Background: an optimization exercise with open tools, aiming at small area and a short achievable clock period. Do not read the settings as production practice. No run shown here included a check of the RTL's function; only the layout flow was run. Power figures rest on the tool's default switching activity, not on a simulated workload.

`config.mk`:
```
export PLATFORM = sky130hd
export DESIGN_NAME = sigmoid9slices
export DESIGN_NICKNAME = sigmoid9slices
export VERILOG_FILES = /design/flow/design.v
export SDC_FILE = /design/flow/constraint.sdc
export NUM_CORES = 4
export LEC_CHECK = 0
export CAP_MARGIN = 20
export CORE_MARGIN = 2
export CORE_UTILIZATION = 70
export SETUP_SLACK_MARGIN = 5
export SLEW_MARGIN = 20
```
`constraint.sdc`:
```
create_clock -name core_clock -period 8.0 [get_ports {clk}]
set_input_delay 1.6000 -clock core_clock [delete_from_list [all_inputs] [get_ports {clk}]]
set_output_delay 1.6000 -clock core_clock [all_outputs]
set_load 0.01 [all_outputs]
```
`design.v`:
```
`timescale 1ns / 1ps
module sigmoid9slices (
    input wire clk,
    input wire rst_n,
    input wire signed [15:0] x0_in,
    input wire signed [15:0] x1_in,
    input wire valid_in,
    output reg signed [15:0] y0_out,
    output reg signed [15:0] y1_out,
    output reg valid_out
);
    reg v1, v2;
    always @(posedge clk or negedge rst_n)
        if (!rst_n) begin v1 <= 1'b0; v2 <= 1'b0; valid_out <= 1'b0; end
        else begin v1 <= valid_in; v2 <= v1; valid_out <= v2; end
    function [4:0] dec(input [15:0] x);
        reg [14:0] u;
        reg g1, g2, g3, g4, g5;
        begin
            g1 = x[15] ? (x[14:0] <= 15'd31402) : (x[14:0] >= 15'd1365);
            g2 = x[15] ? (x[14:0] <= 15'd28671) : (x[14:0] >= 15'd4096);
            g3 = x[15] ? (x[14:0] <= 15'd25940) : (x[14:0] >= 15'd6827);
            g4 = x[15] ? (x[14:0] <= 15'd23210) : (x[14:0] >= 15'd9557);
            g5 = x[15] ? (x[14:0] <= 15'd20479) : (x[14:0] >= 15'd12288);
            dec = {~g1, g1 & ~g2, g2 & ~g3, g3 & ~g4, g4 & ~g5};
        end
    endfunction
    reg [12:0] a0, a1;   
    reg [4:0] c0, c1;
    always @(posedge clk) begin
        a0 <= {x0_in[15], x0_in[11:0]}; a1 <= {x1_in[15], x1_in[11:0]};
        c0 <= dec(x0_in); c1 <= dec(x1_in);
    end
    wire [10:0] xr0 = a0[10:0];
    wire [10:0] xn0 = ~a0[10:0];
    wire sat0 = ~|c0[4:0];
    wire r0_0_0 = (c0[0] & xr0[0]) | (c0[1] & xn0[0]);
    wire r0_0_1 = c0[1];
    wire r0_1_0 = (c0[0] & xr0[0]) | (c0[1] & xn0[1]) | (c0[2] & xr0[0]) | (c0[3] & xr0[0]) | (c0[4] & xn0[0]);
    wire r0_1_1 = (c0[0] & xr0[1]) | c0[4];
    wire r0_2_0 = (c0[0] & xr0[1]) | (c0[1] & xn0[2]) | (c0[2] & xr0[1]) | (c0[3] & xr0[1]) | (c0[4] & xn0[1]);
    wire r0_2_1 = (c0[0] & xr0[2]);
    wire r0_3_0 = (c0[0] & xr0[0]) | (c0[1] & xr0[0]) | (c0[2] & xr0[2]) | (c0[3] & xr0[2]) | (c0[4] & xn0[2]);
    wire r0_3_1 = (c0[0] & xr0[2]) | (c0[1] & xn0[3]);
    wire r0_3_2 = (c0[0] & xr0[3]);
    wire r0_4_0 = (c0[0] & xr0[1]) | (c0[1] & xr0[1]) | (c0[2] & xr0[3]) | (c0[3] & xr0[0]) | (c0[4] & xn0[0]);
    wire r0_4_1 = (c0[0] & xr0[3]) | (c0[1] & xn0[4]) | (c0[3] & xr0[3]) | c0[4];
    wire r0_4_2 = (c0[0] & xr0[4]) | (c0[4] & xn0[3]);
    wire r0_5_0 = (c0[0] & xr0[2]) | (c0[1] & xr0[0]) | (c0[2] & xr0[4]) | (c0[3] & xr0[1]) | (c0[4] & xn0[1]);
    wire r0_5_1 = (c0[0] & xr0[4]) | (c0[1] & xr0[2]) | (c0[3] & xr0[4]) | (c0[4] & xn0[4]);
    wire r0_5_2 = (c0[0] & xr0[5]) | (c0[1] & xn0[5]);
    wire r0_6_0 = (c0[0] & xr0[3]) | (c0[1] & xr0[1]) | (c0[2] & xr0[5]) | (c0[3] & xr0[0]) | (c0[4] & xn0[2]);
    wire r0_6_1 = (c0[0] & xr0[5]) | (c0[1] & xr0[3]) | (c0[3] & xr0[2]) | (c0[4] & xn0[5]);
    wire r0_6_2 = (c0[0] & xr0[6]) | (c0[1] & xn0[6]) | (c0[3] & xr0[5]);
    wire r0_7_0 = (c0[0] & xr0[4]) | (c0[1] & xr0[2]) | (c0[2] & xr0[0]) | (c0[3] & xr0[1]) | (c0[4] & xn0[3]);
    wire r0_7_1 = (c0[0] & xr0[6]) | (c0[1] & xr0[4]) | (c0[2] & xr0[6]) | (c0[3] & xr0[3]) | (c0[4] & xn0[6]);
    wire r0_7_2 = (c0[0] & xr0[7]) | (c0[1] & xn0[7]) | (c0[3] & xr0[6]);
    wire r0_8_0 = (c0[0] & xr0[5]) | (c0[1] & xr0[3]) | (c0[2] & xr0[1]) | (c0[3] & xr0[0]) | (c0[4] & xn0[4]);
    wire r0_8_1 = (c0[0] & xr0[7]) | (c0[1] & xr0[5]) | (c0[2] & xr0[7]) | (c0[3] & xr0[2]) | (c0[4] & xn0[7]);
    wire r0_8_2 = (c0[0] & xr0[8]) | (c0[1] & xn0[8]) | (c0[3] & xr0[4]);
    wire r0_8_3 = (c0[3] & xr0[7]);
    wire r0_9_0 = (c0[0] & xr0[6]) | (c0[1] & xr0[4]) | (c0[2] & xr0[2]) | (c0[3] & xr0[1]) | (c0[4] & xr0[0]);
    wire r0_9_1 = (c0[0] & xr0[8]) | (c0[1] & xr0[6]) | (c0[2] & xr0[8]) | (c0[3] & xr0[3]) | (c0[4] & xn0[5]);
    wire r0_9_2 = (c0[0] & xr0[9]) | (c0[1] & xn0[9]) | (c0[3] & xr0[5]) | (c0[4] & xn0[8]);
    wire r0_9_3 = (c0[3] & xr0[8]);
    wire r0_10_0 = (c0[0] & xr0[7]) | (c0[1] & xr0[5]) | (c0[2] & xr0[3]) | (c0[3] & xr0[2]) | (c0[4] & xr0[1]);
    wire r0_10_1 = (c0[0] & xr0[9]) | (c0[1] & xr0[7]) | (c0[2] & xr0[9]) | (c0[3] & xr0[4]) | (c0[4] & xn0[6]);
    wire r0_10_2 = (c0[0] & xr0[10]) | (c0[1] & xn0[10]) | (c0[3] & xr0[6]) | (c0[4] & xn0[9]);
    wire r0_10_3 = (c0[3] & xr0[9]);
    wire r0_11_0 = (c0[0] & xr0[8]) | (c0[1] & xr0[6]) | (c0[2] & xr0[4]) | (c0[3] & xr0[3]) | (c0[4] & xr0[2]) | (sat0 & (a0[12] | ~a0[12]));
    wire r0_11_1 = (c0[0] & xr0[10]) | (c0[1] & xr0[8]) | (c0[2] & xr0[10]) | (c0[3] & xr0[5]) | (c0[4] & xn0[7]);
    wire r0_11_2 = (c0[0] & ((a0[12] & a0[11]) | (~a0[12] & a0[11]))) | (c0[1] & ((a0[12] & a0[11]) | (~a0[12] & a0[11]))) | c0[2] | (c0[3] & xr0[7]) | (c0[4] & xn0[10]);
    wire r0_11_3 = (c0[3] & ((a0[12] & ~a0[11] & a0[10]) | (~a0[12] & ~a0[11] & a0[10]) | (~a0[12] & a0[11] & a0[10])));
    wire r0_12_0 = (c0[0] & xr0[9]) | (c0[1] & xr0[7]) | (c0[2] & xr0[5]) | (c0[3] & xr0[4]) | (c0[4] & xr0[3]) | (sat0 & (~a0[12]));
    wire r0_12_1 = (c0[0] & ((a0[12] & ~a0[11]) | (~a0[12] & a0[11]))) | (c0[1] & xr0[9]) | (c0[2] & ((a0[12] & a0[11]) | (~a0[12] & ~a0[11]))) | (c0[3] & xr0[6]) | (c0[4] & xn0[8]);
    wire r0_12_2 = (c0[1] & ((a0[12] & a0[11]) | (a0[12] & ~a0[11]))) | (c0[3] & xr0[8]) | (c0[4] & ((~a0[12] & ~a0[11])));
    wire r0_12_3 = (c0[3] & ((a0[12] & a0[11] & ~a0[10]) | (~a0[12] & a0[11] & ~a0[10]) | (~a0[12] & a0[11] & a0[10])));
    wire r0_13_0 = (c0[0] & xr0[10]) | (c0[1] & xr0[8]) | (c0[2] & xr0[6]) | (c0[3] & xr0[5]) | (c0[4] & xr0[4]) | (sat0 & (a0[12]));
    wire r0_13_1 = (c0[0] & ((a0[12] & a0[11]))) | (c0[1] & xr0[10]) | (c0[2] & ((~a0[12] & a0[11]))) | (c0[3] & xr0[7]) | (c0[4] & xn0[9]);
    wire r0_13_2 = (c0[1] & ((~a0[12] & a0[11]) | (~a0[12] & ~a0[11]))) | (c0[3] & xr0[9]) | (c0[4] & ((~a0[12] & ~a0[11])));
    wire r0_13_3 = (c0[3] & ((a0[12] & ~a0[11] & ~a0[10]) | (a0[12] & ~a0[11] & a0[10]) | (a0[12] & a0[11] & ~a0[10])));
    wire r0_14_0 = (c0[0] & ((a0[12] & a0[11]) | (~a0[12] & ~a0[11]))) | (c0[1] & xr0[9]) | (c0[2] & xr0[7]) | (c0[3] & xr0[6]) | (c0[4] & xr0[5]) | (sat0 & (~a0[12]));
    wire r0_14_1 = (c0[1] & ((a0[12] & ~a0[11]) | (~a0[12] & a0[11]))) | (c0[2] & ((~a0[12] & ~a0[11]) | (~a0[12] & a0[11]))) | (c0[3] & xr0[8]) | (c0[4] & xn0[10]);
    wire r0_14_2 = (c0[3] & xr0[10]) | (c0[4] & ((~a0[12] & ~a0[11])));
    wire r0_14_3 = (c0[3] & ((~a0[12] & ~a0[11] & a0[10]) | (~a0[12] & a0[11] & ~a0[10]) | (~a0[12] & a0[11] & a0[10])));
    wire r0_15_0 = (c0[0] & ((~a0[12] & a0[11]))) | (c0[1] & xr0[10]) | (c0[2] & xr0[8]) | (c0[3] & xr0[7]) | (c0[4] & xr0[6]) | (sat0 & (~a0[12]));
    wire r0_15_1 = (c0[1] & ((~a0[12] & ~a0[11]))) | (c0[2] & ((a0[12] & ~a0[11]) | (a0[12] & a0[11]))) | (c0[3] & xr0[9]);
    wire r0_15_2 = (c0[3] & ((a0[12] & ~a0[11] & ~a0[10]) | (a0[12] & ~a0[11] & a0[10]) | (~a0[12] & a0[11] & ~a0[10]) | (~a0[12] & a0[11] & a0[10])));
    wire r0_16_0 = (c0[0] & ((~a0[12] & ~a0[11]) | (~a0[12] & a0[11]))) | (c0[1] & ((a0[12] & ~a0[11]) | (~a0[12] & a0[11]))) | (c0[2] & xr0[9]) | (c0[3] & xr0[8]) | (c0[4] & xr0[7]) | (sat0 & (~a0[12]));
    wire r0_16_1 = (c0[2] & ((a0[12] & ~a0[11]) | (a0[12] & a0[11]))) | (c0[3] & xr0[10]) | (c0[4] & ((~a0[12] & ~a0[11])));
    wire r0_16_2 = (c0[3] & ((a0[12] & ~a0[11] & ~a0[10]) | (a0[12] & ~a0[11] & a0[10]) | (~a0[12] & ~a0[11] & a0[10]) | (~a0[12] & a0[11] & ~a0[10]) | (~a0[12] & a0[11] & a0[10])));
    wire r0_17_0 = (c0[0] & ((~a0[12] & ~a0[11]) | (~a0[12] & a0[11]))) | (c0[1] & ((~a0[12] & ~a0[11]))) | (c0[2] & xr0[10]) | (c0[3] & xr0[9]) | (c0[4] & xr0[8]) | (sat0 & (~a0[12]));
    wire r0_17_1 = (c0[2] & ((a0[12] & ~a0[11]) | (a0[12] & a0[11]))) | (c0[3] & ((a0[12] & ~a0[11] & ~a0[10]) | (a0[12] & ~a0[11] & a0[10]) | (a0[12] & a0[11] & ~a0[10]) | (~a0[12] & ~a0[11] & a0[10]))) | (c0[4] & ((~a0[12] & ~a0[11])));
    wire r0_18_0 = (c0[0] & ((~a0[12] & ~a0[11]) | (~a0[12] & a0[11]))) | (c0[1] & ((~a0[12] & a0[11]) | (~a0[12] & ~a0[11]))) | (c0[2] & ((a0[12] & ~a0[11]) | (~a0[12] & a0[11]))) | (c0[3] & xr0[10]) | (c0[4] & xr0[9]) | (sat0 & (~a0[12]));
    wire r0_18_1 = (c0[3] & ((a0[12] & ~a0[11] & ~a0[10]) | (a0[12] & ~a0[11] & a0[10]) | (~a0[12] & a0[11] & ~a0[10]) | (~a0[12] & a0[11] & a0[10]))) | (c0[4] & ((~a0[12] & ~a0[11])));
    wire r0_19_0 = (c0[0] & ((~a0[12] & ~a0[11]) | (~a0[12] & a0[11]))) | (c0[1] & ((~a0[12] & a0[11]) | (~a0[12] & ~a0[11]))) | (c0[2] & ((a0[12] & ~a0[11]) | (~a0[12] & ~a0[11]) | (~a0[12] & a0[11]))) | (c0[3] & ((~a0[12] & a0[11] & ~a0[10]) | (~a0[12] & a0[11] & a0[10]))) | (c0[4] & xr0[10]) | (sat0 & (~a0[12]));
    wire r0_19_1 = (c0[4] & ((~a0[12] & ~a0[11])));
    wire r0_20_0 = (c0[0] & ((~a0[12] & ~a0[11]) | (~a0[12] & a0[11]))) | (c0[1] & ((~a0[12] & a0[11]) | (~a0[12] & ~a0[11]))) | (c0[2] & ((a0[12] & ~a0[11]) | (~a0[12] & ~a0[11]) | (~a0[12] & a0[11]))) | (c0[3] & ((a0[12] & a0[11] & ~a0[10]))) | c0[4] | (sat0 & (~a0[12]));
    wire r0_21_0 = (c0[0] & ((~a0[12] & ~a0[11]) | (~a0[12] & a0[11]))) | (c0[1] & ((~a0[12] & a0[11]) | (~a0[12] & ~a0[11]))) | (c0[2] & ((a0[12] & ~a0[11]) | (~a0[12] & ~a0[11]) | (~a0[12] & a0[11]))) | (c0[3] & ((~a0[12] & ~a0[11] & a0[10]) | (~a0[12] & a0[11] & ~a0[10]) | (~a0[12] & a0[11] & a0[10]))) | (sat0 & (~a0[12]));
    wire h0_1s = r0_8_0 ^ r0_8_1;
    wire h0_1c = r0_8_0 & r0_8_1;
    wire f0_2s = r0_9_0 ^ r0_9_1 ^ r0_9_2;
    wire f0_2c = (r0_9_0 & r0_9_1) | (r0_9_0 & r0_9_2) | (r0_9_1 & r0_9_2);
    wire f0_3s = r0_10_0 ^ r0_10_1 ^ r0_10_2;
    wire f0_3c = (r0_10_0 & r0_10_1) | (r0_10_0 & r0_10_2) | (r0_10_1 & r0_10_2);
    wire f0_4s = r0_11_0 ^ r0_11_1 ^ r0_11_2;
    wire f0_4c = (r0_11_0 & r0_11_1) | (r0_11_0 & r0_11_2) | (r0_11_1 & r0_11_2);
    wire f0_5s = r0_12_0 ^ r0_12_1 ^ r0_12_2;
    wire f0_5c = (r0_12_0 & r0_12_1) | (r0_12_0 & r0_12_2) | (r0_12_1 & r0_12_2);
    wire f0_6s = r0_13_0 ^ r0_13_1 ^ r0_13_2;
    wire f0_6c = (r0_13_0 & r0_13_1) | (r0_13_0 & r0_13_2) | (r0_13_1 & r0_13_2);
    wire f0_7s = r0_14_0 ^ r0_14_1 ^ r0_14_2;
    wire f0_7c = (r0_14_0 & r0_14_1) | (r0_14_0 & r0_14_2) | (r0_14_1 & r0_14_2);
    wire h0_8s = r0_15_0 ^ r0_15_1;
    wire h0_8c = r0_15_0 & r0_15_1;
    wire h0_9s = r0_16_0 ^ r0_16_1;
    wire h0_9c = r0_16_0 & r0_16_1;
    wire h0_10s = r0_3_0 ^ r0_3_1;
    wire h0_10c = r0_3_0 & r0_3_1;
    wire f0_11s = r0_4_0 ^ r0_4_1 ^ r0_4_2;
    wire f0_11c = (r0_4_0 & r0_4_1) | (r0_4_0 & r0_4_2) | (r0_4_1 & r0_4_2);
    wire f0_12s = r0_5_0 ^ r0_5_1 ^ r0_5_2;
    wire f0_12c = (r0_5_0 & r0_5_1) | (r0_5_0 & r0_5_2) | (r0_5_1 & r0_5_2);
    wire f0_13s = r0_6_0 ^ r0_6_1 ^ r0_6_2;
    wire f0_13c = (r0_6_0 & r0_6_1) | (r0_6_0 & r0_6_2) | (r0_6_1 & r0_6_2);
    wire f0_14s = r0_7_0 ^ r0_7_1 ^ r0_7_2;
    wire f0_14c = (r0_7_0 & r0_7_1) | (r0_7_0 & r0_7_2) | (r0_7_1 & r0_7_2);
    wire f0_15s = r0_8_2 ^ r0_8_3 ^ h0_1s;
    wire f0_15c = (r0_8_2 & r0_8_3) | (r0_8_2 & h0_1s) | (r0_8_3 & h0_1s);
    wire f0_16s = r0_9_3 ^ h0_1c ^ f0_2s;
    wire f0_16c = (r0_9_3 & h0_1c) | (r0_9_3 & f0_2s) | (h0_1c & f0_2s);
    wire f0_17s = r0_10_3 ^ f0_2c ^ f0_3s;
    wire f0_17c = (r0_10_3 & f0_2c) | (r0_10_3 & f0_3s) | (f0_2c & f0_3s);
    wire f0_18s = r0_11_3 ^ f0_3c ^ f0_4s;
    wire f0_18c = (r0_11_3 & f0_3c) | (r0_11_3 & f0_4s) | (f0_3c & f0_4s);
    wire f0_19s = r0_12_3 ^ f0_4c ^ f0_5s;
    wire f0_19c = (r0_12_3 & f0_4c) | (r0_12_3 & f0_5s) | (f0_4c & f0_5s);
    wire f0_20s = r0_13_3 ^ f0_5c ^ f0_6s;
    wire f0_20c = (r0_13_3 & f0_5c) | (r0_13_3 & f0_6s) | (f0_5c & f0_6s);
    wire f0_21s = r0_14_3 ^ f0_6c ^ f0_7s;
    wire f0_21c = (r0_14_3 & f0_6c) | (r0_14_3 & f0_7s) | (f0_6c & f0_7s);
    wire f0_22s = r0_15_2 ^ f0_7c ^ h0_8s;
    wire f0_22c = (r0_15_2 & f0_7c) | (r0_15_2 & h0_8s) | (f0_7c & h0_8s);
    wire f0_23s = r0_16_2 ^ h0_8c ^ h0_9s;
    wire f0_23c = (r0_16_2 & h0_8c) | (r0_16_2 & h0_9s) | (h0_8c & h0_9s);
    wire f0_24s = r0_17_0 ^ r0_17_1 ^ h0_9c;
    wire f0_24c = (r0_17_0 & r0_17_1) | (r0_17_0 & h0_9c) | (r0_17_1 & h0_9c);
    wire h0_25s = r0_18_0 ^ r0_18_1;
    wire h0_25c = r0_18_0 & r0_18_1;
    wire h0_26s = r0_19_0 ^ r0_19_1;
    wire h0_26c = r0_19_0 & r0_19_1;
    wire lg0_27 = (r0_1_0 & r0_1_1) | ((r0_1_0 | r0_1_1) & (r0_0_0 & r0_0_1));
    wire lp0_27 = (r0_1_0 | r0_1_1) & (r0_0_0 | r0_0_1);
    wire lg0_28 = (r0_3_2 & h0_10s) | ((r0_3_2 | h0_10s) & (r0_2_0 & r0_2_1));
    wire lp0_28 = (r0_3_2 | h0_10s) & (r0_2_0 | r0_2_1);
    wire lg0_29 = (f0_11c & f0_12s) | ((f0_11c | f0_12s) & (h0_10c & f0_11s));
    wire lp0_29 = (f0_11c | f0_12s) & (h0_10c | f0_11s);
    wire lg0_30 = (f0_13c & f0_14s) | ((f0_13c | f0_14s) & (f0_12c & f0_13s));
    wire lp0_30 = (f0_13c | f0_14s) & (f0_12c | f0_13s);
    wire lg0_31 = (f0_15c & f0_16s) | ((f0_15c | f0_16s) & (f0_14c & f0_15s));
    wire lp0_31 = (f0_15c | f0_16s) & (f0_14c | f0_15s);
    wire lg0_32 = lg0_28 | (lp0_28 & lg0_27);
    wire lp0_32 = lp0_28 & lp0_27;
    wire lg0_33 = lg0_30 | (lp0_30 & lg0_29);
    wire lp0_33 = lp0_30 & lp0_29;
    wire lg0_34 = (f0_16c & f0_17s) | ((f0_16c | f0_17s) & lg0_31);
    wire lp0_34 = (f0_16c | f0_17s) & lp0_31;
    wire lg0_35 = lg0_33 | (lp0_33 & lg0_32);
    wire lp0_35 = lp0_33 & lp0_32;
    wire lg0_36 = lg0_34 | (lp0_34 & lg0_35);
    wire lp0_36 = lp0_34 & lp0_35;
    reg [10:0] sa0, sb0;
    reg lc0;
    always @(posedge clk) begin
        sa0 <= {r0_21_0, r0_20_0, h0_25c, f0_24c, f0_23c, f0_22c, f0_21c, f0_20c, f0_19c, f0_18c, f0_17c};
        sb0 <= {1'b0, h0_26c, h0_26s, h0_25s, f0_24s, f0_23s, f0_22s, f0_21s, f0_20s, f0_19s, f0_18s};
        lc0 <= lg0_36;
    end
    wire [10:0] ys0;
    wire ys0_p0 = (sa0[0] ^ sb0[0]);
    wire ys0_p1 = (sa0[1] ^ sb0[1]);
    wire ys0_p2 = (sa0[2] ^ sb0[2]);
    wire ys0_p3 = (sa0[3] ^ sb0[3]);
    wire ys0_p4 = (sa0[4] ^ sb0[4]);
    wire ys0_p5 = (sa0[5] ^ sb0[5]);
    wire ys0_p6 = (sa0[6] ^ sb0[6]);
    wire ys0_p7 = (sa0[7] ^ sb0[7]);
    wire ys0_p8 = (sa0[8] ^ sb0[8]);
    wire ys0_p9 = (sa0[9] ^ sb0[9]);
    wire ys0_p10 = (sa0[10] ^ sb0[10]);
    wire ys0_g0 = (sa0[0] & sb0[0]) | (ys0_p0 & lc0);
    wire ys0_g1 = (sa0[1] & sb0[1]);
    wire ys0_g2 = (sa0[2] & sb0[2]);
    wire ys0_g3 = (sa0[3] & sb0[3]);
    wire ys0_g4 = (sa0[4] & sb0[4]);
    wire ys0_g5 = (sa0[5] & sb0[5]);
    wire ys0_g6 = (sa0[6] & sb0[6]);
    wire ys0_g7 = (sa0[7] & sb0[7]);
    wire ys0_g8 = (sa0[8] & sb0[8]);
    wire ys0_g9 = (sa0[9] & sb0[9]);
    wire ys0_g10 = (sa0[10] & sb0[10]);
    wire ys0_G37 = ys0_g1 | (ys0_p1 & ys0_g0);
    wire ys0_P37 = ys0_p1 & ys0_p0;
    wire ys0_G38 = ys0_g3 | (ys0_p3 & ys0_g2);
    wire ys0_P38 = ys0_p3 & ys0_p2;
    wire ys0_G39 = ys0_g5 | (ys0_p5 & ys0_g4);
    wire ys0_P39 = ys0_p5 & ys0_p4;
    wire ys0_G40 = ys0_g7 | (ys0_p7 & ys0_g6);
    wire ys0_P40 = ys0_p7 & ys0_p6;
    wire ys0_G41 = ys0_g9 | (ys0_p9 & ys0_g8);
    wire ys0_P41 = ys0_p9 & ys0_p8;
    wire ys0_G42 = ys0_G38 | (ys0_P38 & ys0_G37);
    wire ys0_P42 = ys0_P38 & ys0_P37;
    wire ys0_G43 = ys0_G40 | (ys0_P40 & ys0_G39);
    wire ys0_P43 = ys0_P40 & ys0_P39;
    wire ys0_G44 = ys0_G43 | (ys0_P43 & ys0_G42);
    wire ys0_P44 = ys0_P43 & ys0_P42;
    wire ys0_G45 = ys0_G39 | (ys0_P39 & ys0_G42);
    wire ys0_P45 = ys0_P39 & ys0_P42;
    wire ys0_G46 = ys0_G41 | (ys0_P41 & ys0_G44);
    wire ys0_P46 = ys0_P41 & ys0_P44;
    wire ys0_G47 = ys0_g2 | (ys0_p2 & ys0_G37);
    wire ys0_P47 = ys0_p2 & ys0_P37;
    wire ys0_G48 = ys0_g4 | (ys0_p4 & ys0_G42);
    wire ys0_P48 = ys0_p4 & ys0_P42;
    wire ys0_G49 = ys0_g6 | (ys0_p6 & ys0_G45);
    wire ys0_P49 = ys0_p6 & ys0_P45;
    wire ys0_G50 = ys0_g8 | (ys0_p8 & ys0_G44);
    wire ys0_P50 = ys0_p8 & ys0_P44;
    wire ys0_G51 = ys0_g10 | (ys0_p10 & ys0_G46);
    wire ys0_P51 = ys0_p10 & ys0_P46;
    assign ys0[0] = ys0_p0 ^ lc0;
    assign ys0[1] = ys0_p1 ^ ys0_g0;
    assign ys0[2] = ys0_p2 ^ ys0_G37;
    assign ys0[3] = ys0_p3 ^ ys0_G47;
    assign ys0[4] = ys0_p4 ^ ys0_G42;
    assign ys0[5] = ys0_p5 ^ ys0_G48;
    assign ys0[6] = ys0_p6 ^ ys0_G45;
    assign ys0[7] = ys0_p7 ^ ys0_G49;
    assign ys0[8] = ys0_p8 ^ ys0_G44;
    assign ys0[9] = ys0_p9 ^ ys0_G50;
    assign ys0[10] = ys0_p10 ^ ys0_G46;
    always @(posedge clk) y0_out <= {5'b0, ys0};
    wire [10:0] xr1 = a1[10:0];
    wire [10:0] xn1 = ~a1[10:0];
    wire sat1 = ~|c1[4:0];
    wire r1_0_0 = (c1[0] & xr1[0]) | (c1[1] & xn1[0]);
    wire r1_0_1 = c1[1];
    wire r1_1_0 = (c1[0] & xr1[0]) | (c1[1] & xn1[1]) | (c1[2] & xr1[0]) | (c1[3] & xr1[0]) | (c1[4] & xn1[0]);
    wire r1_1_1 = (c1[0] & xr1[1]) | c1[4];
    wire r1_2_0 = (c1[0] & xr1[1]) | (c1[1] & xn1[2]) | (c1[2] & xr1[1]) | (c1[3] & xr1[1]) | (c1[4] & xn1[1]);
    wire r1_2_1 = (c1[0] & xr1[2]);
    wire r1_3_0 = (c1[0] & xr1[0]) | (c1[1] & xr1[0]) | (c1[2] & xr1[2]) | (c1[3] & xr1[2]) | (c1[4] & xn1[2]);
    wire r1_3_1 = (c1[0] & xr1[2]) | (c1[1] & xn1[3]);
    wire r1_3_2 = (c1[0] & xr1[3]);
    wire r1_4_0 = (c1[0] & xr1[1]) | (c1[1] & xr1[1]) | (c1[2] & xr1[3]) | (c1[3] & xr1[0]) | (c1[4] & xn1[0]);
    wire r1_4_1 = (c1[0] & xr1[3]) | (c1[1] & xn1[4]) | (c1[3] & xr1[3]) | c1[4];
    wire r1_4_2 = (c1[0] & xr1[4]) | (c1[4] & xn1[3]);
    wire r1_5_0 = (c1[0] & xr1[2]) | (c1[1] & xr1[0]) | (c1[2] & xr1[4]) | (c1[3] & xr1[1]) | (c1[4] & xn1[1]);
    wire r1_5_1 = (c1[0] & xr1[4]) | (c1[1] & xr1[2]) | (c1[3] & xr1[4]) | (c1[4] & xn1[4]);
    wire r1_5_2 = (c1[0] & xr1[5]) | (c1[1] & xn1[5]);
    wire r1_6_0 = (c1[0] & xr1[3]) | (c1[1] & xr1[1]) | (c1[2] & xr1[5]) | (c1[3] & xr1[0]) | (c1[4] & xn1[2]);
    wire r1_6_1 = (c1[0] & xr1[5]) | (c1[1] & xr1[3]) | (c1[3] & xr1[2]) | (c1[4] & xn1[5]);
    wire r1_6_2 = (c1[0] & xr1[6]) | (c1[1] & xn1[6]) | (c1[3] & xr1[5]);
    wire r1_7_0 = (c1[0] & xr1[4]) | (c1[1] & xr1[2]) | (c1[2] & xr1[0]) | (c1[3] & xr1[1]) | (c1[4] & xn1[3]);
    wire r1_7_1 = (c1[0] & xr1[6]) | (c1[1] & xr1[4]) | (c1[2] & xr1[6]) | (c1[3] & xr1[3]) | (c1[4] & xn1[6]);
    wire r1_7_2 = (c1[0] & xr1[7]) | (c1[1] & xn1[7]) | (c1[3] & xr1[6]);
    wire r1_8_0 = (c1[0] & xr1[5]) | (c1[1] & xr1[3]) | (c1[2] & xr1[1]) | (c1[3] & xr1[0]) | (c1[4] & xn1[4]);
    wire r1_8_1 = (c1[0] & xr1[7]) | (c1[1] & xr1[5]) | (c1[2] & xr1[7]) | (c1[3] & xr1[2]) | (c1[4] & xn1[7]);
    wire r1_8_2 = (c1[0] & xr1[8]) | (c1[1] & xn1[8]) | (c1[3] & xr1[4]);
    wire r1_8_3 = (c1[3] & xr1[7]);
    wire r1_9_0 = (c1[0] & xr1[6]) | (c1[1] & xr1[4]) | (c1[2] & xr1[2]) | (c1[3] & xr1[1]) | (c1[4] & xr1[0]);
    wire r1_9_1 = (c1[0] & xr1[8]) | (c1[1] & xr1[6]) | (c1[2] & xr1[8]) | (c1[3] & xr1[3]) | (c1[4] & xn1[5]);
    wire r1_9_2 = (c1[0] & xr1[9]) | (c1[1] & xn1[9]) | (c1[3] & xr1[5]) | (c1[4] & xn1[8]);
    wire r1_9_3 = (c1[3] & xr1[8]);
    wire r1_10_0 = (c1[0] & xr1[7]) | (c1[1] & xr1[5]) | (c1[2] & xr1[3]) | (c1[3] & xr1[2]) | (c1[4] & xr1[1]);
    wire r1_10_1 = (c1[0] & xr1[9]) | (c1[1] & xr1[7]) | (c1[2] & xr1[9]) | (c1[3] & xr1[4]) | (c1[4] & xn1[6]);
    wire r1_10_2 = (c1[0] & xr1[10]) | (c1[1] & xn1[10]) | (c1[3] & xr1[6]) | (c1[4] & xn1[9]);
    wire r1_10_3 = (c1[3] & xr1[9]);
    wire r1_11_0 = (c1[0] & xr1[8]) | (c1[1] & xr1[6]) | (c1[2] & xr1[4]) | (c1[3] & xr1[3]) | (c1[4] & xr1[2]) | (sat1 & (a1[12] | ~a1[12]));
    wire r1_11_1 = (c1[0] & xr1[10]) | (c1[1] & xr1[8]) | (c1[2] & xr1[10]) | (c1[3] & xr1[5]) | (c1[4] & xn1[7]);
    wire r1_11_2 = (c1[0] & ((a1[12] & a1[11]) | (~a1[12] & a1[11]))) | (c1[1] & ((a1[12] & a1[11]) | (~a1[12] & a1[11]))) | c1[2] | (c1[3] & xr1[7]) | (c1[4] & xn1[10]);
    wire r1_11_3 = (c1[3] & ((a1[12] & ~a1[11] & a1[10]) | (~a1[12] & ~a1[11] & a1[10]) | (~a1[12] & a1[11] & a1[10])));
    wire r1_12_0 = (c1[0] & xr1[9]) | (c1[1] & xr1[7]) | (c1[2] & xr1[5]) | (c1[3] & xr1[4]) | (c1[4] & xr1[3]) | (sat1 & (~a1[12]));
    wire r1_12_1 = (c1[0] & ((a1[12] & ~a1[11]) | (~a1[12] & a1[11]))) | (c1[1] & xr1[9]) | (c1[2] & ((a1[12] & a1[11]) | (~a1[12] & ~a1[11]))) | (c1[3] & xr1[6]) | (c1[4] & xn1[8]);
    wire r1_12_2 = (c1[1] & ((a1[12] & a1[11]) | (a1[12] & ~a1[11]))) | (c1[3] & xr1[8]) | (c1[4] & ((~a1[12] & ~a1[11])));
    wire r1_12_3 = (c1[3] & ((a1[12] & a1[11] & ~a1[10]) | (~a1[12] & a1[11] & ~a1[10]) | (~a1[12] & a1[11] & a1[10])));
    wire r1_13_0 = (c1[0] & xr1[10]) | (c1[1] & xr1[8]) | (c1[2] & xr1[6]) | (c1[3] & xr1[5]) | (c1[4] & xr1[4]) | (sat1 & (a1[12]));
    wire r1_13_1 = (c1[0] & ((a1[12] & a1[11]))) | (c1[1] & xr1[10]) | (c1[2] & ((~a1[12] & a1[11]))) | (c1[3] & xr1[7]) | (c1[4] & xn1[9]);
    wire r1_13_2 = (c1[1] & ((~a1[12] & a1[11]) | (~a1[12] & ~a1[11]))) | (c1[3] & xr1[9]) | (c1[4] & ((~a1[12] & ~a1[11])));
    wire r1_13_3 = (c1[3] & ((a1[12] & ~a1[11] & ~a1[10]) | (a1[12] & ~a1[11] & a1[10]) | (a1[12] & a1[11] & ~a1[10])));
    wire r1_14_0 = (c1[0] & ((a1[12] & a1[11]) | (~a1[12] & ~a1[11]))) | (c1[1] & xr1[9]) | (c1[2] & xr1[7]) | (c1[3] & xr1[6]) | (c1[4] & xr1[5]) | (sat1 & (~a1[12]));
    wire r1_14_1 = (c1[1] & ((a1[12] & ~a1[11]) | (~a1[12] & a1[11]))) | (c1[2] & ((~a1[12] & ~a1[11]) | (~a1[12] & a1[11]))) | (c1[3] & xr1[8]) | (c1[4] & xn1[10]);
    wire r1_14_2 = (c1[3] & xr1[10]) | (c1[4] & ((~a1[12] & ~a1[11])));
    wire r1_14_3 = (c1[3] & ((~a1[12] & ~a1[11] & a1[10]) | (~a1[12] & a1[11] & ~a1[10]) | (~a1[12] & a1[11] & a1[10])));
    wire r1_15_0 = (c1[0] & ((~a1[12] & a1[11]))) | (c1[1] & xr1[10]) | (c1[2] & xr1[8]) | (c1[3] & xr1[7]) | (c1[4] & xr1[6]) | (sat1 & (~a1[12]));
    wire r1_15_1 = (c1[1] & ((~a1[12] & ~a1[11]))) | (c1[2] & ((a1[12] & ~a1[11]) | (a1[12] & a1[11]))) | (c1[3] & xr1[9]);
    wire r1_15_2 = (c1[3] & ((a1[12] & ~a1[11] & ~a1[10]) | (a1[12] & ~a1[11] & a1[10]) | (~a1[12] & a1[11] & ~a1[10]) | (~a1[12] & a1[11] & a1[10])));
    wire r1_16_0 = (c1[0] & ((~a1[12] & ~a1[11]) | (~a1[12] & a1[11]))) | (c1[1] & ((a1[12] & ~a1[11]) | (~a1[12] & a1[11]))) | (c1[2] & xr1[9]) | (c1[3] & xr1[8]) | (c1[4] & xr1[7]) | (sat1 & (~a1[12]));
    wire r1_16_1 = (c1[2] & ((a1[12] & ~a1[11]) | (a1[12] & a1[11]))) | (c1[3] & xr1[10]) | (c1[4] & ((~a1[12] & ~a1[11])));
    wire r1_16_2 = (c1[3] & ((a1[12] & ~a1[11] & ~a1[10]) | (a1[12] & ~a1[11] & a1[10]) | (~a1[12] & ~a1[11] & a1[10]) | (~a1[12] & a1[11] & ~a1[10]) | (~a1[12] & a1[11] & a1[10])));
    wire r1_17_0 = (c1[0] & ((~a1[12] & ~a1[11]) | (~a1[12] & a1[11]))) | (c1[1] & ((~a1[12] & ~a1[11]))) | (c1[2] & xr1[10]) | (c1[3] & xr1[9]) | (c1[4] & xr1[8]) | (sat1 & (~a1[12]));
    wire r1_17_1 = (c1[2] & ((a1[12] & ~a1[11]) | (a1[12] & a1[11]))) | (c1[3] & ((a1[12] & ~a1[11] & ~a1[10]) | (a1[12] & ~a1[11] & a1[10]) | (a1[12] & a1[11] & ~a1[10]) | (~a1[12] & ~a1[11] & a1[10]))) | (c1[4] & ((~a1[12] & ~a1[11])));
    wire r1_18_0 = (c1[0] & ((~a1[12] & ~a1[11]) | (~a1[12] & a1[11]))) | (c1[1] & ((~a1[12] & a1[11]) | (~a1[12] & ~a1[11]))) | (c1[2] & ((a1[12] & ~a1[11]) | (~a1[12] & a1[11]))) | (c1[3] & xr1[10]) | (c1[4] & xr1[9]) | (sat1 & (~a1[12]));
    wire r1_18_1 = (c1[3] & ((a1[12] & ~a1[11] & ~a1[10]) | (a1[12] & ~a1[11] & a1[10]) | (~a1[12] & a1[11] & ~a1[10]) | (~a1[12] & a1[11] & a1[10]))) | (c1[4] & ((~a1[12] & ~a1[11])));
    wire r1_19_0 = (c1[0] & ((~a1[12] & ~a1[11]) | (~a1[12] & a1[11]))) | (c1[1] & ((~a1[12] & a1[11]) | (~a1[12] & ~a1[11]))) | (c1[2] & ((a1[12] & ~a1[11]) | (~a1[12] & ~a1[11]) | (~a1[12] & a1[11]))) | (c1[3] & ((~a1[12] & a1[11] & ~a1[10]) | (~a1[12] & a1[11] & a1[10]))) | (c1[4] & xr1[10]) | (sat1 & (~a1[12]));
    wire r1_19_1 = (c1[4] & ((~a1[12] & ~a1[11])));
    wire r1_20_0 = (c1[0] & ((~a1[12] & ~a1[11]) | (~a1[12] & a1[11]))) | (c1[1] & ((~a1[12] & a1[11]) | (~a1[12] & ~a1[11]))) | (c1[2] & ((a1[12] & ~a1[11]) | (~a1[12] & ~a1[11]) | (~a1[12] & a1[11]))) | (c1[3] & ((a1[12] & a1[11] & ~a1[10]))) | c1[4] | (sat1 & (~a1[12]));
    wire r1_21_0 = (c1[0] & ((~a1[12] & ~a1[11]) | (~a1[12] & a1[11]))) | (c1[1] & ((~a1[12] & a1[11]) | (~a1[12] & ~a1[11]))) | (c1[2] & ((a1[12] & ~a1[11]) | (~a1[12] & ~a1[11]) | (~a1[12] & a1[11]))) | (c1[3] & ((~a1[12] & ~a1[11] & a1[10]) | (~a1[12] & a1[11] & ~a1[10]) | (~a1[12] & a1[11] & a1[10]))) | (sat1 & (~a1[12]));
    wire h1_52s = r1_8_0 ^ r1_8_1;
    wire h1_52c = r1_8_0 & r1_8_1;
    wire f1_53s = r1_9_0 ^ r1_9_1 ^ r1_9_2;
    wire f1_53c = (r1_9_0 & r1_9_1) | (r1_9_0 & r1_9_2) | (r1_9_1 & r1_9_2);
    wire f1_54s = r1_10_0 ^ r1_10_1 ^ r1_10_2;
    wire f1_54c = (r1_10_0 & r1_10_1) | (r1_10_0 & r1_10_2) | (r1_10_1 & r1_10_2);
    wire f1_55s = r1_11_0 ^ r1_11_1 ^ r1_11_2;
    wire f1_55c = (r1_11_0 & r1_11_1) | (r1_11_0 & r1_11_2) | (r1_11_1 & r1_11_2);
    wire f1_56s = r1_12_0 ^ r1_12_1 ^ r1_12_2;
    wire f1_56c = (r1_12_0 & r1_12_1) | (r1_12_0 & r1_12_2) | (r1_12_1 & r1_12_2);
    wire f1_57s = r1_13_0 ^ r1_13_1 ^ r1_13_2;
    wire f1_57c = (r1_13_0 & r1_13_1) | (r1_13_0 & r1_13_2) | (r1_13_1 & r1_13_2);
    wire f1_58s = r1_14_0 ^ r1_14_1 ^ r1_14_2;
    wire f1_58c = (r1_14_0 & r1_14_1) | (r1_14_0 & r1_14_2) | (r1_14_1 & r1_14_2);
    wire h1_59s = r1_15_0 ^ r1_15_1;
    wire h1_59c = r1_15_0 & r1_15_1;
    wire h1_60s = r1_16_0 ^ r1_16_1;
    wire h1_60c = r1_16_0 & r1_16_1;
    wire h1_61s = r1_3_0 ^ r1_3_1;
    wire h1_61c = r1_3_0 & r1_3_1;
    wire f1_62s = r1_4_0 ^ r1_4_1 ^ r1_4_2;
    wire f1_62c = (r1_4_0 & r1_4_1) | (r1_4_0 & r1_4_2) | (r1_4_1 & r1_4_2);
    wire f1_63s = r1_5_0 ^ r1_5_1 ^ r1_5_2;
    wire f1_63c = (r1_5_0 & r1_5_1) | (r1_5_0 & r1_5_2) | (r1_5_1 & r1_5_2);
    wire f1_64s = r1_6_0 ^ r1_6_1 ^ r1_6_2;
    wire f1_64c = (r1_6_0 & r1_6_1) | (r1_6_0 & r1_6_2) | (r1_6_1 & r1_6_2);
    wire f1_65s = r1_7_0 ^ r1_7_1 ^ r1_7_2;
    wire f1_65c = (r1_7_0 & r1_7_1) | (r1_7_0 & r1_7_2) | (r1_7_1 & r1_7_2);
    wire f1_66s = r1_8_2 ^ r1_8_3 ^ h1_52s;
    wire f1_66c = (r1_8_2 & r1_8_3) | (r1_8_2 & h1_52s) | (r1_8_3 & h1_52s);
    wire f1_67s = r1_9_3 ^ h1_52c ^ f1_53s;
    wire f1_67c = (r1_9_3 & h1_52c) | (r1_9_3 & f1_53s) | (h1_52c & f1_53s);
    wire f1_68s = r1_10_3 ^ f1_53c ^ f1_54s;
    wire f1_68c = (r1_10_3 & f1_53c) | (r1_10_3 & f1_54s) | (f1_53c & f1_54s);
    wire f1_69s = r1_11_3 ^ f1_54c ^ f1_55s;
    wire f1_69c = (r1_11_3 & f1_54c) | (r1_11_3 & f1_55s) | (f1_54c & f1_55s);
    wire f1_70s = r1_12_3 ^ f1_55c ^ f1_56s;
    wire f1_70c = (r1_12_3 & f1_55c) | (r1_12_3 & f1_56s) | (f1_55c & f1_56s);
    wire f1_71s = r1_13_3 ^ f1_56c ^ f1_57s;
    wire f1_71c = (r1_13_3 & f1_56c) | (r1_13_3 & f1_57s) | (f1_56c & f1_57s);
    wire f1_72s = r1_14_3 ^ f1_57c ^ f1_58s;
    wire f1_72c = (r1_14_3 & f1_57c) | (r1_14_3 & f1_58s) | (f1_57c & f1_58s);
    wire f1_73s = r1_15_2 ^ f1_58c ^ h1_59s;
    wire f1_73c = (r1_15_2 & f1_58c) | (r1_15_2 & h1_59s) | (f1_58c & h1_59s);
    wire f1_74s = r1_16_2 ^ h1_59c ^ h1_60s;
    wire f1_74c = (r1_16_2 & h1_59c) | (r1_16_2 & h1_60s) | (h1_59c & h1_60s);
    wire f1_75s = r1_17_0 ^ r1_17_1 ^ h1_60c;
    wire f1_75c = (r1_17_0 & r1_17_1) | (r1_17_0 & h1_60c) | (r1_17_1 & h1_60c);
    wire h1_76s = r1_18_0 ^ r1_18_1;
    wire h1_76c = r1_18_0 & r1_18_1;
    wire h1_77s = r1_19_0 ^ r1_19_1;
    wire h1_77c = r1_19_0 & r1_19_1;
    wire lg1_78 = (r1_1_0 & r1_1_1) | ((r1_1_0 | r1_1_1) & (r1_0_0 & r1_0_1));
    wire lp1_78 = (r1_1_0 | r1_1_1) & (r1_0_0 | r1_0_1);
    wire lg1_79 = (r1_3_2 & h1_61s) | ((r1_3_2 | h1_61s) & (r1_2_0 & r1_2_1));
    wire lp1_79 = (r1_3_2 | h1_61s) & (r1_2_0 | r1_2_1);
    wire lg1_80 = (f1_62c & f1_63s) | ((f1_62c | f1_63s) & (h1_61c & f1_62s));
    wire lp1_80 = (f1_62c | f1_63s) & (h1_61c | f1_62s);
    wire lg1_81 = (f1_64c & f1_65s) | ((f1_64c | f1_65s) & (f1_63c & f1_64s));
    wire lp1_81 = (f1_64c | f1_65s) & (f1_63c | f1_64s);
    wire lg1_82 = (f1_66c & f1_67s) | ((f1_66c | f1_67s) & (f1_65c & f1_66s));
    wire lp1_82 = (f1_66c | f1_67s) & (f1_65c | f1_66s);
    wire lg1_83 = lg1_79 | (lp1_79 & lg1_78);
    wire lp1_83 = lp1_79 & lp1_78;
    wire lg1_84 = lg1_81 | (lp1_81 & lg1_80);
    wire lp1_84 = lp1_81 & lp1_80;
    wire lg1_85 = (f1_67c & f1_68s) | ((f1_67c | f1_68s) & lg1_82);
    wire lp1_85 = (f1_67c | f1_68s) & lp1_82;
    wire lg1_86 = lg1_84 | (lp1_84 & lg1_83);
    wire lp1_86 = lp1_84 & lp1_83;
    wire lg1_87 = lg1_85 | (lp1_85 & lg1_86);
    wire lp1_87 = lp1_85 & lp1_86;
    reg [10:0] sa1, sb1;
    reg lc1;
    always @(posedge clk) begin
        sa1 <= {r1_21_0, r1_20_0, h1_76c, f1_75c, f1_74c, f1_73c, f1_72c, f1_71c, f1_70c, f1_69c, f1_68c};
        sb1 <= {1'b0, h1_77c, h1_77s, h1_76s, f1_75s, f1_74s, f1_73s, f1_72s, f1_71s, f1_70s, f1_69s};
        lc1 <= lg1_87;
    end
    wire [10:0] ys1;
    wire ys1_p0 = (sa1[0] ^ sb1[0]);
    wire ys1_p1 = (sa1[1] ^ sb1[1]);
    wire ys1_p2 = (sa1[2] ^ sb1[2]);
    wire ys1_p3 = (sa1[3] ^ sb1[3]);
    wire ys1_p4 = (sa1[4] ^ sb1[4]);
    wire ys1_p5 = (sa1[5] ^ sb1[5]);
    wire ys1_p6 = (sa1[6] ^ sb1[6]);
    wire ys1_p7 = (sa1[7] ^ sb1[7]);
    wire ys1_p8 = (sa1[8] ^ sb1[8]);
    wire ys1_p9 = (sa1[9] ^ sb1[9]);
    wire ys1_p10 = (sa1[10] ^ sb1[10]);
    wire ys1_g0 = (sa1[0] & sb1[0]) | (ys1_p0 & lc1);
    wire ys1_g1 = (sa1[1] & sb1[1]);
    wire ys1_g2 = (sa1[2] & sb1[2]);
    wire ys1_g3 = (sa1[3] & sb1[3]);
    wire ys1_g4 = (sa1[4] & sb1[4]);
    wire ys1_g5 = (sa1[5] & sb1[5]);
    wire ys1_g6 = (sa1[6] & sb1[6]);
    wire ys1_g7 = (sa1[7] & sb1[7]);
    wire ys1_g8 = (sa1[8] & sb1[8]);
    wire ys1_g9 = (sa1[9] & sb1[9]);
    wire ys1_g10 = (sa1[10] & sb1[10]);
    wire ys1_G88 = ys1_g1 | (ys1_p1 & ys1_g0);
    wire ys1_P88 = ys1_p1 & ys1_p0;
    wire ys1_G89 = ys1_g3 | (ys1_p3 & ys1_g2);
    wire ys1_P89 = ys1_p3 & ys1_p2;
    wire ys1_G90 = ys1_g5 | (ys1_p5 & ys1_g4);
    wire ys1_P90 = ys1_p5 & ys1_p4;
    wire ys1_G91 = ys1_g7 | (ys1_p7 & ys1_g6);
    wire ys1_P91 = ys1_p7 & ys1_p6;
    wire ys1_G92 = ys1_g9 | (ys1_p9 & ys1_g8);
    wire ys1_P92 = ys1_p9 & ys1_p8;
    wire ys1_G93 = ys1_G89 | (ys1_P89 & ys1_G88);
    wire ys1_P93 = ys1_P89 & ys1_P88;
    wire ys1_G94 = ys1_G91 | (ys1_P91 & ys1_G90);
    wire ys1_P94 = ys1_P91 & ys1_P90;
    wire ys1_G95 = ys1_G94 | (ys1_P94 & ys1_G93);
    wire ys1_P95 = ys1_P94 & ys1_P93;
    wire ys1_G96 = ys1_G90 | (ys1_P90 & ys1_G93);
    wire ys1_P96 = ys1_P90 & ys1_P93;
    wire ys1_G97 = ys1_G92 | (ys1_P92 & ys1_G95);
    wire ys1_P97 = ys1_P92 & ys1_P95;
    wire ys1_G98 = ys1_g2 | (ys1_p2 & ys1_G88);
    wire ys1_P98 = ys1_p2 & ys1_P88;
    wire ys1_G99 = ys1_g4 | (ys1_p4 & ys1_G93);
    wire ys1_P99 = ys1_p4 & ys1_P93;
    wire ys1_G100 = ys1_g6 | (ys1_p6 & ys1_G96);
    wire ys1_P100 = ys1_p6 & ys1_P96;
    wire ys1_G101 = ys1_g8 | (ys1_p8 & ys1_G95);
    wire ys1_P101 = ys1_p8 & ys1_P95;
    wire ys1_G102 = ys1_g10 | (ys1_p10 & ys1_G97);
    wire ys1_P102 = ys1_p10 & ys1_P97;
    assign ys1[0] = ys1_p0 ^ lc1;
    assign ys1[1] = ys1_p1 ^ ys1_g0;
    assign ys1[2] = ys1_p2 ^ ys1_G88;
    assign ys1[3] = ys1_p3 ^ ys1_G98;
    assign ys1[4] = ys1_p4 ^ ys1_G93;
    assign ys1[5] = ys1_p5 ^ ys1_G99;
    assign ys1[6] = ys1_p6 ^ ys1_G96;
    assign ys1[7] = ys1_p7 ^ ys1_G100;
    assign ys1[8] = ys1_p8 ^ ys1_G95;
    assign ys1[9] = ys1_p9 ^ ys1_G101;
    assign ys1[10] = ys1_p10 ^ ys1_G97;
    always @(posedge clk) y1_out <= {5'b0, ys1};
endmodule
```
`run.sh`:
```
#!/bin/bash
# synth_recipe.tcl (not shown) runs the flow's synth.tcl, then flattens the netlist and writes it again
# the make line also repeats each setting of config.mk as NAME=value (left out here)
make -C /OpenROAD-flow-scripts/flow DESIGN_CONFIG=/design/flow/config.mk WORK_HOME=/design/flow/orfs CLKGATE_MAP_FILE= SYNTH_SCRIPT=/design/flow/synth_recipe.tcl finish
```
==> results of run 1 <==
==> logic make-up after synthesis <==
family | Yosys count | synth area share
and+or+nand+nor | 228 | 0.1645
AOI/OAI and AO/OA | 198 | 0.2005
buffers and inverters | 148 | 0.08677
DFF | 105 | 0.3046
adders and majority gates | 96 | 0.2272
xor gates and xnor gates | 8 | 0.01008
muxes | 4 | 0.005761
other | 1 | 0.0005395
==> per-stage QoR <==
stage | hold WS [ns] | power [W] | area (sq um) | util
floorplan | 0.3312 | 0.001102 | 6994 | -
global placement | 0.3424 | 0.001293 | 7487 | 0.7731
detailed placement | 0.3402 | 0.001343 | 7487 | 0.7731
CTS | 0.3640 | 0.001654 | 7756 | 0.8009
global route | 0.3762 | 0.001795 | 8092 | 0.8355
finish | 0.3598 | 0.001682 | 8092 | 0.8355
==> what timing repair did <==
item,in CTS,in global routing
setup endpoints to repair,13,13
gates resized for setup,42,43
pin swaps,6,21
setup buffers,1,20
gates cloned,0,1
==> state kept, by name, summed over array words and instances (netlist names) <==
name       flops
sb0           10
y0_out        11
lc0            1
v1             1
a0            13
sa1           11
lc1            1
a1            13
v2             1
valid_out      1
y1_out        11
sa0           11
c1             5
sb1           10
c0             5
==> worst reg2reg max path, delay by kind of cell, from the launching register on <==
| kind | cells | cell delay, ns |
|---|---|---|
| compound gates | 4 | 0.64 |
| fa+ha+maj | 3 | 1.34 |
| buf+inv | 1 | 0.13 |
| flops | 1 | 0.37 |
| simple gates | 3 | 0.42 |
==> worst paths after layout <==
kind	start	end	slack, ns	cells past startpoint
min in group asynchronous	rst_n	v2	1.39	1
max	x0_in[10]	c0[1]	4.98	8
max reg2reg	c1[3]	lc1	5.01	11
min	v1	v2	0.36	0
max in group asynchronous	rst_n	v1	6.47	1
min reg2reg	v1	v2	0.36	0
==> layout make-up <==
class | instances | area [sq um] | area share
tap | 133 | 166.4 | 0.02057
clock inverter | 7 | 62.56 | 0.007732
sequential | 105 | 2156 | 0.2664
multi-input combinational | 544 | 4441 | 0.5488
inverter | 93 | 356.6 | 0.04407
clock buffer | 9 | 123.9 | 0.01531
timing repair buffer | 81 | 785.8 | 0.09711
==> cell usage after synthesis, drive strengths merged (21+ instances only) <==
library cell / n
nand2: 82
a22oi: 22
clkbuf: 40
inv: 93
dfxtp: 102
o21ai: 35
fa: 52
nor2: 32
nand2b: 23
nand3: 21
a21oi: 42
ha: 38
==> power groups by stage <==
stage               Sequential (W)  Combinational (W)  Clock [W]
global route              0.000723           0.000731   0.000341
detailed placement        0.000723           0.000620          0
CTS                       0.000711           0.000624   0.000318
finish                    0.000710           0.000652   0.000320
global placement          0.000718           0.000575          0
floorplan                 0.000715           0.000387          0
==> metal layers <==
layer  up-vias  part of all wire
li1       2829                 -
met1      2880              0.40
met2       429              0.47
met3        59             0.098
met4         0             0.023
met5         -                 0
==> results.cfg, run 1 <==
[yosys]
avgSynthCellArea_sq_um = 8.820
synthCells = 788
synth-main-ff-cell = dfxtp_1
synth_edf_count = 0
synthArstFlopShare = 0.02857
yosysUniqueCellTypes = 69
ys_ff_latch = 105
yosysSeqAreaShare = 0.3046
yosysWarningCount = 1
ys_top_cells_by_area = dfxtp_1 29%, fa_1 15%, ha_1 6.8%
synth_top_area_cell = dfxtp_1
netlist.area_leader.share = 0.2938
syn_area_sq_um = 6950

[cells_and_area]
fin_nets = 959
n_antenna_cell = 0
fin_cells = 972
mostFrequentLayoutCells = 87 x inv_1, 87 x dfxtp_1, 80 x nand2_1
drive_gt1_frac = 0.1180
nFillCells = 631
syn2layout_area_growth_pct = 16.42

[global_routing]
grt_first_pass_wirelength_um = 26670
overflow = 0
use_met2 = 0.4915
grt_util_met3 = 0.05979
grt_usage = 0.3001
use_met1 = 0.4098
top_usage_layer = met2
grt_max_degree = 33
antenna_found_initial = 0
grt_pass1_vias = 5714

[power]
switchingPower_w = 0.0006034
p_leak_nw = 3.574
pwr-share-seq = 0.422
switching_share = 0.3588
power_density_nw_per_um2 = 207.8
combPwrFrac = 0.388
clockPowerShare = 0.190
cell_internal_pwr_w = 0.001078
vdd_ir_drop_max_mv = 0.1169

[sta]
worst_pin_slew_ns = 0.6570
setup_ws_ns = 4.976
setup_viol_count_final = 0
tns_ns = 0
fmax_mhz = 330.7
hold_viol = 0
skew_ns = 0.01308
timing.final.crit_share = 0.3780
min_period_ns = 3.024
maxSlewViolCount = 0
slew_headroom = 0.5609
rsz0062_at_grt = yes

[worst_setup_path]
crit_type = in2reg
arrival_ns = 3.32
crit_fanout = 3
endpoint_kind = flop
cp.required_ns = 8.30
cp_slowest_cell = clkdlybuf4s50_1
cpLargestDelayFamily = buffers and inverters
crit_chain = clkdlybuf4s50_1 > inv_2 > nand4_1 > buf_4 > o221ai_4 > o311ai_4 > or2_4 > a221oi_2
cp.buffers_inverters = 3
max_stage_delay_ns = 0.50
start_kind = primary input

[cts]
clk_path_buf_depth = 2
htreeDepth = 3
root_buffer = clkbuf_8
cts_tree = built
clk_pin_slew_ns = 0.10
cts_hold_buf = 0
cts_sinks = 105
cts_buffers = 9
clk_latency_ns = 0.39

[place]
dp_slack_ns = 4.286
gp_congestion = 0.9421
hpwlAfterDp_um = 11770
io_buffers = 57
placed_cells = 934

[floorplan]
io_pins = 68
die_y_um = 103.6
rows = 36
core_sq_um = 9684
die_w_um = 103.6
die_area_sq_um = 10740
start_util = 0.7177

[flow_run]
max_cap_violations = 0

[min_path]
min_path_type = reg2reg

[routing]
wl_per_cell_um = 17.36
drcViolationCount = 0
drt_first_pass_iters = 9
num_vias = 6197
drt_iter0_markers = 926
routed_wl_um = 16870
ant_nets = 0
via_per_inst = 6.376

[run_status]
status = no timing/DRC/antenna violations
==> inputs of run 2 (changes only) <==
--- a/design.v
+++ b/design.v
@@ -13,7 +13,7 @@
     always @(posedge clk or negedge rst_n)
         if (!rst_n) begin v1 <= 1'b0; v2 <= 1'b0; valid_out <= 1'b0; end
         else begin v1 <= valid_in; v2 <= v1; valid_out <= v2; end
-    function [4:0] dec(input [15:0] x);
+    function [5:0] dec(input [15:0] x);
         reg [14:0] u;
         reg g1, g2, g3, g4, g5;
         begin
@@ -22,18 +22,18 @@
             g3 = x[15] ? (x[14:0] <= 15'd25940) : (x[14:0] >= 15'd6827);
             g4 = x[15] ? (x[14:0] <= 15'd23210) : (x[14:0] >= 15'd9557);
             g5 = x[15] ? (x[14:0] <= 15'd20479) : (x[14:0] >= 15'd12288);
-            dec = {~g1, g1 & ~g2, g2 & ~g3, g3 & ~g4, g4 & ~g5};
+            dec = {g5, ~g1, g1 & ~g2, g2 & ~g3, g3 & ~g4, g4 & ~g5};
         end
     endfunction
     reg [12:0] a0, a1;   
-    reg [4:0] c0, c1;
+    reg [5:0] c0, c1;
     always @(posedge clk) begin
         a0 <= {x0_in[15], x0_in[11:0]}; a1 <= {x1_in[15], x1_in[11:0]};
         c0 <= dec(x0_in); c1 <= dec(x1_in);
     end
     wire [10:0] xr0 = a0[10:0];
     wire [10:0] xn0 = ~a0[10:0];
-    wire sat0 = ~|c0[4:0];
+    wire sat0 = c0[5];
     wire r0_0_0 = (c0[0] & xr0[0]) | (c0[1] & xn0[0]);
     wire r0_0_1 = c0[1];
     wire r0_1_0 = (c0[0] & xr0[0]) | (c0[1] & xn0[1]) | (c0[2] & xr0[0]) | (c0[3] & xr0[0]) | (c0[4] & xn0[0]);
@@ -243,7 +243,7 @@
     always @(posedge clk) y0_out <= {5'b0, ys0};
     wire [10:0] xr1 = a1[10:0];
     wire [10:0] xn1 = ~a1[10:0];
-    wire sat1 = ~|c1[4:0];
+    wire sat1 = c1[5];
     wire r1_0_0 = (c1[0] & xr1[0]) | (c1[1] & xn1[0]);
     wire r1_0_1 = c1[1];
     wire r1_1_0 = (c1[0] & xr1[0]) | (c1[1] & xn1[1]) | (c1[2] & xr1[0]) | (c1[3] & xr1[0]) | (c1[4] & xn1[0]);
==> run 2 against run 1 <==
Largest cell class unchanged. Final cell count decreased by 0.93%. Setup slack improved by 0.012 ns. Fmax increased by 0.39%. Via count decreased by 1.0%. Worst hold slack got worse by 0.0015 ns.
==> results.cfg, run 2 <==
[cells_and_area]
n_antenna_cell = 0
nFillCells = 630
final_common_cell = dfxtp_1
drive_gt1_frac = 0.06627
top_regs = a0 x13, a1 x13
fin_nets = 950
mostFrequentLayoutCells = 94 x dfxtp_1, 88 x inv_1, 86 x nand2_1
syn2layout_area_growth_pct = 12.50

[sta]
hold_viol = 0
worst_pin_slew_ns = 0.7157
hold_ws_ns = 0.3583
timing.final.crit_share = 0.3765
fmax_mhz = 332.0
setup_viol_count_final = 0
slew_headroom = 0.5217
skew_ns = 0.01760
min_period_ns = 3.012
maxSlewViolCount = 0
rsz0062_at_grt = yes
tns_ns = 0

[global_routing]
grt_pass1_vias = 5842
grt_max_degree = 31
grt_first_pass_wirelength_um = 27320
overflow = 0
antenna_found_initial = 0
grt_usage = 0.3121

[power]
pwr-share-seq = 0.427
clockPowerShare = 0.199
vdd_ir_drop_max_mv = 0.1963
cell_internal_pwr_w = 0.001107
combPwrFrac = 0.374
power_density_nw_per_um2 = 218.1
switching_share = 0.3526
switchingPower_w = 0.0006030
p_leak_nw = 3.482

[cts]
clk_pin_slew_ns = 0.10
clk_latency_ns = 0.40
root_buffer = clkbuf_8
cts_tree = built
cts_hold_buf = 0
cts_sinks = 107
clk_path_buf_depth = 2
cts_buffers = 9
htreeDepth = 3

[run_status]
status = no timing/DRC/antenna violations

[yosys]
yosysSeqAreaShare = 0.3095
yosys-top-cells-count = 104 x dfxtp_1, 90 x inv_1, 86 x nand2_1
netlist.area_leader.share = 0.2987
synthArstFlopShare = 0.02804
synth_top_area_cell = dfxtp_1
yosysWarningCount = 1
synth-main-ff-cell = dfxtp_1
synth_edf_count = 0
synthCells = 799
yosysUniqueCellTypes = 68
syn_area_sq_um = 6969
ys_top_cells_by_area = dfxtp_1 30%, fa_1 15%, ha_1 6.8%
avgSynthCellArea_sq_um = 8.722
synthMostInstantiatedCell = dfxtp_1
ys_ff_latch = 107

[worst_setup_path]
cp.required_ns = 8.28
crit_cells = 7
start_kind = primary input
crit_chain = clkdlybuf4s50_1 > and4bb_2 > nand2_1 > nor4_2 > a211o_1 > nand2_1 > and2_1
reg2reg_depth = 8
cpMostUsedCell = nand2_1
crit_type = in2reg
crit_fanout = 6
cpLargestDelayFamily = simple AND/OR/NAND/NOR gates
endpoint_kind = flop
cp_slowest_cell = clkdlybuf4s50_1
arrival_ns = 3.29
cp.buffers_inverters = 1
max_stage_delay_ns = 0.59

[routing]
ant_nets = 0
routed_wl_um = 17030
drcViolationCount = 0
via_per_inst = 6.368
num_vias = 6132
wl_per_cell_um = 17.69
drt_iter0_markers = 987
drt_first_pass_iters = 8

[min_path]
min_path_type = reg2reg
holdPathStages = 0

[place]
hpwlAfterDp_um = 12400
io_buffers = 57
gp_congestion = 0.9494

[floorplan]
die_y_um = 103.8
rows = 36
die_w_um = 103.8
core_sq_um = 9729
start_util = 0.7163
io_pins = 68
die_area_sq_um = 10770

[flow_run]
max_cap_violations = 0
run 2: changes by cell type after synthesis, sizes merged, moves of 5 or more:
cell     change
nor2b        +7
nand2b      -11
nor2        +13
a211oi       +5
o2111ai      -5
run 2: metrics by stage:
step | instances | power (W) | setup slack [ns] | utilization | instance area, sq um
6_report | 963 | 0.001710 | 4.988 | 0.8058 | 7840
5_1_grt | 963 | 0.001815 | 4.931 | 0.8058 | 7840
2_1_floorplan | 808 | 0.001113 | 5.211 | - | 7003
3_3_place_gp | 944 | 0.001306 | 4.649 | 0.7706 | 7497
3_5_place_dp | 944 | 0.001360 | 4.528 | 0.7706 | 7497
4_1_cts | 960 | 0.001709 | 4.990 | 0.7937 | 7722
run 2: area by class of cell:
type                            count  area (sq um)  area share
Multi-Input combinational cell    556          4318      0.5507
Sequential cell                   107          2185      0.2786
Timing Repair Buffer               60         620.6     0.07916
Inverter                           91         350.3     0.04469
Tap cell                          133         166.4     0.02123
Clock buffer                       10         127.6     0.01628
Clock inverter                      6         72.57    0.009256
run 2: power by group through the flow:
stage,clock [W],combinational [W],sequential [W]
after CTS,0.000346,0.000633,0.000730
after global placement,0,0.000573,0.000733
after global routing,0.000362,0.000709,0.000744
after floorplan,0,0.000386,0.000726
after detailed placement,0,0.000621,0.000740
final,0.000341,0.000639,0.000730
run 2: logic make-up (layout without fill, tap and decap cells):
family | after synthesis | count (layout) | share of synthesized area
multiplexers | 5 | 5 | 0.007540
AO/OA/AOI/OAI | 201 | 201 | 0.1996
other | 1 | 10 | 0.0005381
adder cells (fa/ha/maj) | 93 | 93 | 0.2219
flip-flops | 107 | 107 | 0.3095
AND/OR/NAND/NOR | 239 | 239 | 0.1670
buffers and inverters | 145 | 167 | 0.08384
XOR/XNOR | 8 | 8 | 0.01005
run 2: worst register-to-register path: stages, from the launching register on:
cell and delay [ns]:
dfxtp_4 0.45, a222oi_1 0.48, nand3_1 0.19, fa_1 0.59, fa_1 0.44, nor2_1 0.19, nor2_1 0.08, a211oi_1 0.28
o21ai_0 0.14
run 2: layer usage:
metal	vias up	GRT usage	wire, um
li1	2818	-	-
met1	2885	0.3867	6762
met2	372	0.5525	8380
met3	57	0.05664	1423
met4	0	0.1014	467
met5	-	0	0
run 2: path summary, 6_finish.rpt:
kind | start | end | slack (ns)
max | x0_in[8] | c0[2] | 4.99
max in group asynchronous | rst_n | v1 | 6.49
min | v2 | valid_out | 0.36
max reg2reg | c0[3] | lc0 | 5.01
min in group asynchronous | rst_n | v2 | 1.37
min reg2reg | v2 | valid_out | 0.36
run 2: timing repair:
action                                  4_1_cts  5_1_grt
pin swaps                                     0        4
endpoints found under the setup margin        4       12
gates resized for setup                      13       29
buffers inserted                              0        3

## separate check: timing with driven ports
How much do the figures lean on ideal ports? The routed layouts below were timed once more, with nothing changed but the port constraints.
Step 1 assumes that a clkbuf_16 drives the clock port and a buf_2 every other input.
Step 2 adds t to the input delays and takes it off the output delays; t is the mean of the earliest and latest rising clock arrival at the registers after step 1. Input paths then give back, and output paths get back, about the clock's delay inside the block.
Three values: ideal, step 1, step 2; two values: the first two.
run | t, ns | slack for setup (ns) | latest minus earliest clock arrival (ns) | worst slew at a driven data input, ns
run 1 | 0.416 | 4.976 / 4.988 / 4.571 | 0.013 / 0.013 | 0.04
run 2 | 0.422 | 4.988 / 4.993 / 4.571 | 0.018 / 0.018 | 0.04
After both steps every run listed still meets setup and hold. For run 2, which loses most, drivers alone change the setup slack by +0.005 ns; drivers and shift together by -0.417 ns.
